Context: an optimization exercise on an open-source flow, tuned for small area and a short achievable clock period. The choices shown serve that exercise and are no tape-out recipe.
RTL that was checked went through simulation tests only; none was proved equivalent to the original.

==> flow/design.v <==
module pwm_ch (
	input  logic        clk_i,
	input  logic        rst_ni,
	input  logic [1:0]  ctrl_i,    
	input  logic [31:0] div_i,
	input  logic        div_v_i,
	input  logic [31:0] per_i,
	input  logic        per_v_i,
	input  logic [31:0] dc_i,
	input  logic        dc_v_i,
	output logic        pts_o,
	output logic        pts_d_o,   
	output logic        oe_o
);
	logic [31:0] c1;
	logic        ph;
	logic [31:0] pc;
	function automatic lt32;
		input [31:0] a;
		input [31:0] b;
		reg [31:0] l, e;
		integer i, s;
		begin
			l = ~a & b;
			e = ~(a ^ b);
			for (s = 1; s < 32; s = s * 2)
				for (i = 0; i < 32; i = i + 2 * s) begin
					l[i] = l[i + s] | (e[i + s] & l[i]);
					e[i] = e[i + s] & e[i];
				end
			lt32 = l[0];
		end
	endfunction
	function automatic [31:0] pre32;
		input [31:0] a;
		reg [31:0] p;
		integer i, s;
		begin
			p = {a[30:0], 1'b1};
			for (s = 1; s < 32; s = s * 2)
				for (i = 0; i < 32; i = i + 1)
					if ((i / s) % 2 == 1)
						p[i] = p[i] & p[(i / s) * s - 1];
			pre32 = p;
		end
	endfunction
	wire en    = ctrl_i[1];
	wire match = div_v_i ? (c1 == div_i) : (c1 == 32'd0);
	wire tick  = en & match & ~ph;
	wire wrap  = ~per_v_i | ~lt32(pc, per_i);
	wire below = dc_v_i & lt32(pc, dc_i);
	wire load  = tick & ctrl_i[0];
	wire [31:0] c1_inc = c1 ^ pre32(c1);
	wire [31:0] pc_inc = pc ^ pre32(pc);
	assign pts_d_o = load ? below : pts_o;
	always_ff @(posedge clk_i or negedge rst_ni)
		if (!rst_ni) begin
			c1    <= 32'd1;
			ph    <= 1'b0;
			pc    <= 32'd0;
			pts_o <= 1'b0;
			oe_o  <= 1'b0;
		end else begin
			if (en)
				c1 <= match ? 32'd1 : c1_inc;
			ph    <= ph ^ (en & match);
			if (load)
				pc <= wrap ? 32'd0 : pc_inc;
			pts_o <= pts_d_o;
			oe_o  <= oe_o | load;
		end
endmodule
module	apb_pwm #(parameter DATA_WIDTH = 32,
                        ADDR_WIDTH = 8)(
	input   logic                   PCLK_i,
	input   logic                   PRST_ni,
	input   logic                   PWRITE_i,
	input   logic [ADDR_WIDTH -1:0] PADDR_i,
	input   logic [DATA_WIDTH -1:0] PWDATA_i,
	input   logic                   PSEL_i,PENABLE_i,
	output  logic [DATA_WIDTH -1:0] PRDATA_o,
	output  logic                   o_pwm_1,
	output  logic                   o_pwm_2,
	output  logic                   oe_pwm1,
	output  logic                   oe_pwm2,
	output  logic                   PSLVERR_o,PREADY_o
);
	wire       hit = (PADDR_i[7:5] == 3'd0) && (PADDR_i[1:0] == 2'd0);
	wire [2:0] idx = PADDR_i[4:2];
	wire       wr  = PSEL_i & PENABLE_i & PWRITE_i & hit;
	wire       rs  = PSEL_i & ~PENABLE_i & ~PWRITE_i & hit;
	wire [7:0] we = {8{wr}} & (8'd1 << idx);
	logic [2:0] ctrl_1, ctrl_2;
	always_ff @(posedge PCLK_i or negedge PRST_ni)
		if (!PRST_ni) begin
			ctrl_1 <= 3'd0;
			ctrl_2 <= 3'd0;
		end else begin
			if (we[0]) ctrl_1 <= PWDATA_i[2:0];
			if (we[4]) ctrl_2 <= PWDATA_i[2:0];
		end
	logic [31:0] div_1, per_1, dc_1, div_2, per_2, dc_2;
	logic [7:0]  v;    
	always_ff @(posedge PCLK_i)
		begin
			if (we[1]) div_1 <= PWDATA_i;
			if (we[2]) per_1 <= PWDATA_i;
			if (we[3]) dc_1  <= PWDATA_i;
			if (we[5]) div_2 <= PWDATA_i;
			if (we[6]) per_2 <= PWDATA_i;
			if (we[7]) dc_2  <= PWDATA_i;
		end
	always_ff @(posedge PCLK_i or negedge PRST_ni)
		if (!PRST_ni)
			v <= 8'd0;
		else
			v <= v | {we[7:5], 1'b0, we[3:1], 1'b0};
	logic [31:0] rdata_d;
	always_comb begin
		rdata_d = 32'd0;
		if (rs)
			case (idx)
				3'd0: rdata_d = {29'd0, ctrl_1};
				3'd1: rdata_d = v[1] ? div_1 : 32'd0;
				3'd2: rdata_d = v[2] ? per_1 : 32'd0;
				3'd3: rdata_d = v[3] ? dc_1  : 32'd0;
				3'd4: rdata_d = {29'd0, ctrl_2};
				3'd5: rdata_d = v[5] ? div_2 : 32'd0;
				3'd6: rdata_d = v[6] ? per_2 : 32'd0;
				3'd7: rdata_d = v[7] ? dc_2  : 32'd0;
			endcase
	end
	always_ff @(posedge PCLK_i or negedge PRST_ni)
		if (!PRST_ni)
			PRDATA_o <= 32'd0;
		else
			PRDATA_o <= rdata_d;
	logic pts_1, pts_2, pts_d_1, pts_d_2;
	pwm_ch ch1 (.clk_i(PCLK_i), .rst_ni(PRST_ni), .ctrl_i(ctrl_1[1:0]),
		.div_i(div_1), .div_v_i(v[1]), .per_i(per_1), .per_v_i(v[2]),
		.dc_i(dc_1), .dc_v_i(v[3]), .pts_o(pts_1), .pts_d_o(pts_d_1), .oe_o(oe_pwm1));
	pwm_ch ch2 (.clk_i(PCLK_i), .rst_ni(PRST_ni), .ctrl_i(ctrl_2[1:0]),
		.div_i(div_2), .div_v_i(v[5]), .per_i(per_2), .per_v_i(v[6]),
		.dc_i(dc_2), .dc_v_i(v[7]), .pts_o(pts_2), .pts_d_o(pts_d_2), .oe_o(oe_pwm2));
	wire gate_d_1 = we[0] ? PWDATA_i[2] : ctrl_1[2];
	wire gate_d_2 = we[4] ? PWDATA_i[2] : ctrl_2[2];
	always_ff @(posedge PCLK_i or negedge PRST_ni)
		if (!PRST_ni) begin
			o_pwm_1 <= 1'b0;
			o_pwm_2 <= 1'b0;
		end else begin
			o_pwm_1 <= gate_d_1 & pts_d_1;
			o_pwm_2 <= gate_d_2 & pts_d_2;
		end
	assign PSLVERR_o = 1'b0;
	assign PREADY_o  = 1'b1;
endmodule
Settings: LEC_CHECK=0, CAP_MARGIN=20, CORE_MARGIN=2, CORE_UTILIZATION=50, CTS_BUF_LIST=sky130_fd_sc_hd__clkbuf_16, CTS_CLUSTER_DIAMETER=80, CTS_CLUSTER_SIZE=24, SETUP_SLACK_MARGIN=2.6, SLEW_MARGIN=20; clock period 5.0 ns.
standard.sh (not shown) runs the stock make flow with config.mk's settings and CLKGATE_MAP_FILE= SYNTH_SCRIPT=/design/flow/synth_recipe.tcl, a recipe that flattens the netlist after the stock synthesis.
==> flow/flow/run.sh <==
#!/bin/bash
# The standard layout (standard.sh) with these changes:
#  - synthesis keeps adders as plain logic for ABC (no adder-cell extraction)
#    and, when flow/abc.script exists, maps with that ABC script instead of
#    ORFS's; registers and their names are those of the standard synthesis
#  - ports get buf_1 buffers (sized later by repair) instead of delay cells
# make's full output goes to standard.log; ORFS's own logs are in orfs/logs.
set -euo pipefail
W=$PWD
args=(ADDER_MAP_FILE= "BUFFER_PORTS_ARGS=-buffer_cell sky130_fd_sc_hd__buf_1" "SYNTH_SCRIPT=$W/flow/my_synth.tcl")
if [[ -f flow/abc.script ]]; then args+=("MY_ABC_SCRIPT=$W/flow/abc.script"); fi
if [[ -f flow/extra.vars ]]; then while read -r l; do [[ -n "$l" ]] && args+=("$l"); done < flow/extra.vars; fi
bash standard.sh "${args[@]}" finish > standard.log 2>&1
==> flow/flow/my_synth.tcl <==
proc synth {args} { yosys synth -nofsm -noshare {*}$args }
proc abc {args} {
  set i [lsearch -exact $args -script]
  if {$i >= 0 && [info exists ::env(MY_ABC_SCRIPT)] && $::env(MY_ABC_SCRIPT) ne ""} {
    lset args [expr {$i + 1}] $::env(MY_ABC_SCRIPT)
  }
  yosys abc {*}$args
}
source $::env(SCRIPTS_DIR)/synth.tcl
# left out here: clear keep_hierarchy, flatten, clean up, hide names made inside functions, write 1_2_yosys.v
Change:
--- a/flow/design.v
+++ b/flow/design.v
@@ -11,11 +11,13 @@
 	output logic        pts_o,
 	output logic        pts_d_o,   
 	output logic        oe_o
 );
-	logic [31:0] c1;
+	logic [31:0] c1;    
+	logic        y;     
 	logic        ph;
-	logic [31:0] pc;
+	logic [31:0] pc;    
+	logic        z;     
 	function automatic lt32;
 		input [31:0] a;
 		input [31:0] b;
 		reg [31:0] l, e;
@@ -43,30 +45,35 @@
 						p[i] = p[i] & p[(i / s) * s - 1];
 			pre32 = p;
 		end
 	endfunction
-	wire en    = ctrl_i[1];
-	wire match = div_v_i ? (c1 == div_i) : (c1 == 32'd0);
-	wire tick  = en & match & ~ph;
-	wire wrap  = ~per_v_i | ~lt32(pc, per_i);
-	wire below = dc_v_i & lt32(pc, dc_i);
-	wire load  = tick & ctrl_i[0];
-	wire [31:0] c1_inc = c1 ^ pre32(c1);
-	wire [31:0] pc_inc = pc ^ pre32(pc);
-	assign pts_d_o = load ? below : pts_o;
+	wire en     = ctrl_i[1];
+	wire eq     = div_v_i ? (c1 == div_i) : (c1 == 32'd0);
+	wire match  = y ? (div_v_i & (div_i == 32'd1)) : eq;
+	wire tick   = en & match & ~ph;
+	wire load   = tick & ctrl_i[0];
+	wire lt_per = z ? (per_v_i & (per_i != 32'd0)) : (per_v_i & lt32(pc, per_i));
+	wire lt_dc  = z ? (dc_v_i & (dc_i != 32'd0)) : (dc_v_i & lt32(pc, dc_i));
+	wire [31:0] c1_inc = c1 ^ (pre32(c1) & {32{en}});
+	wire [31:0] pc_inc = pc ^ (pre32(pc) & {32{load}});
+	assign pts_d_o = load ? lt_dc : pts_o;
+	always_ff @(posedge clk_i) begin
+		c1 <= y ? 32'd2 : c1_inc;
+		pc <= z ? 32'd1 : pc_inc;
+	end
 	always_ff @(posedge clk_i or negedge rst_ni)
 		if (!rst_ni) begin
-			c1    <= 32'd1;
+			y     <= 1'b1;
 			ph    <= 1'b0;
-			pc    <= 32'd0;
+			z     <= 1'b1;
 			pts_o <= 1'b0;
 			oe_o  <= 1'b0;
 		end else begin
 			if (en)
-				c1 <= match ? 32'd1 : c1_inc;
+				y <= match;
 			ph    <= ph ^ (en & match);
 			if (load)
-				pc <= wrap ? 32'd0 : pc_inc;
+				z <= ~lt_per;
 			pts_o <= pts_d_o;
 			oe_o  <= oe_o | load;
 		end
 endmodule
Effect:
- cell count is higher by about 2%
- global-route usage climbs by 4.1 points
- setup slack got worse by 0.90 ns
- flip-flop and latch count went up by 4
- maximum frequency went down by 26%
- routed wire length increases by 12%
- worst hold slack is about the same
- utilization is higher by 1.3 points
Function not checked in the second run of this note: the RTL went through the layout flow alone.

what the ideal ports hide:
How much do the figures lean on ideal ports? The routed layouts below were timed once more, with nothing changed but the port constraints. Step 1 (the two cells are an assumption about what drives the block):
set clk [get_ports {PCLK_i}]
set_driving_cell -lib_cell sky130_fd_sc_hd__clkbuf_16 $clk
set_driving_cell -lib_cell sky130_fd_sc_hd__buf_2 [delete_from_list [all_inputs] $clk]
Step 2 adds t to the input delays and takes it off the output delays; t is the mean of the earliest and latest rising clock arrival at the registers after step 1. Input paths then give back, and output paths get back, about the clock's delay inside the block. Slacks: ideal ports / drivers / drivers and shift; pairs: ideal ports / drivers.
run | shift t [ns] | setup slack, ns | hold WS [ns] | slew at the worst register clock pin (ns) | cell pins on the clock port's net
the first run | 0.631 | 2.401 / 2.401 / 1.980 | 0.473 / 0.473 / 0.473 | 0.10 / 0.10 | 1
the second run | 0.629 | 1.504 / 1.504 / 1.504 | 0.471 / 0.471 / 0.471 | 0.10 / 0.10 | 1
After both steps setup and hold are still met in every run listed. For the first run, which loses most, drivers alone change the setup slack by 0.000 ns; drivers and shift together by -0.421 ns.
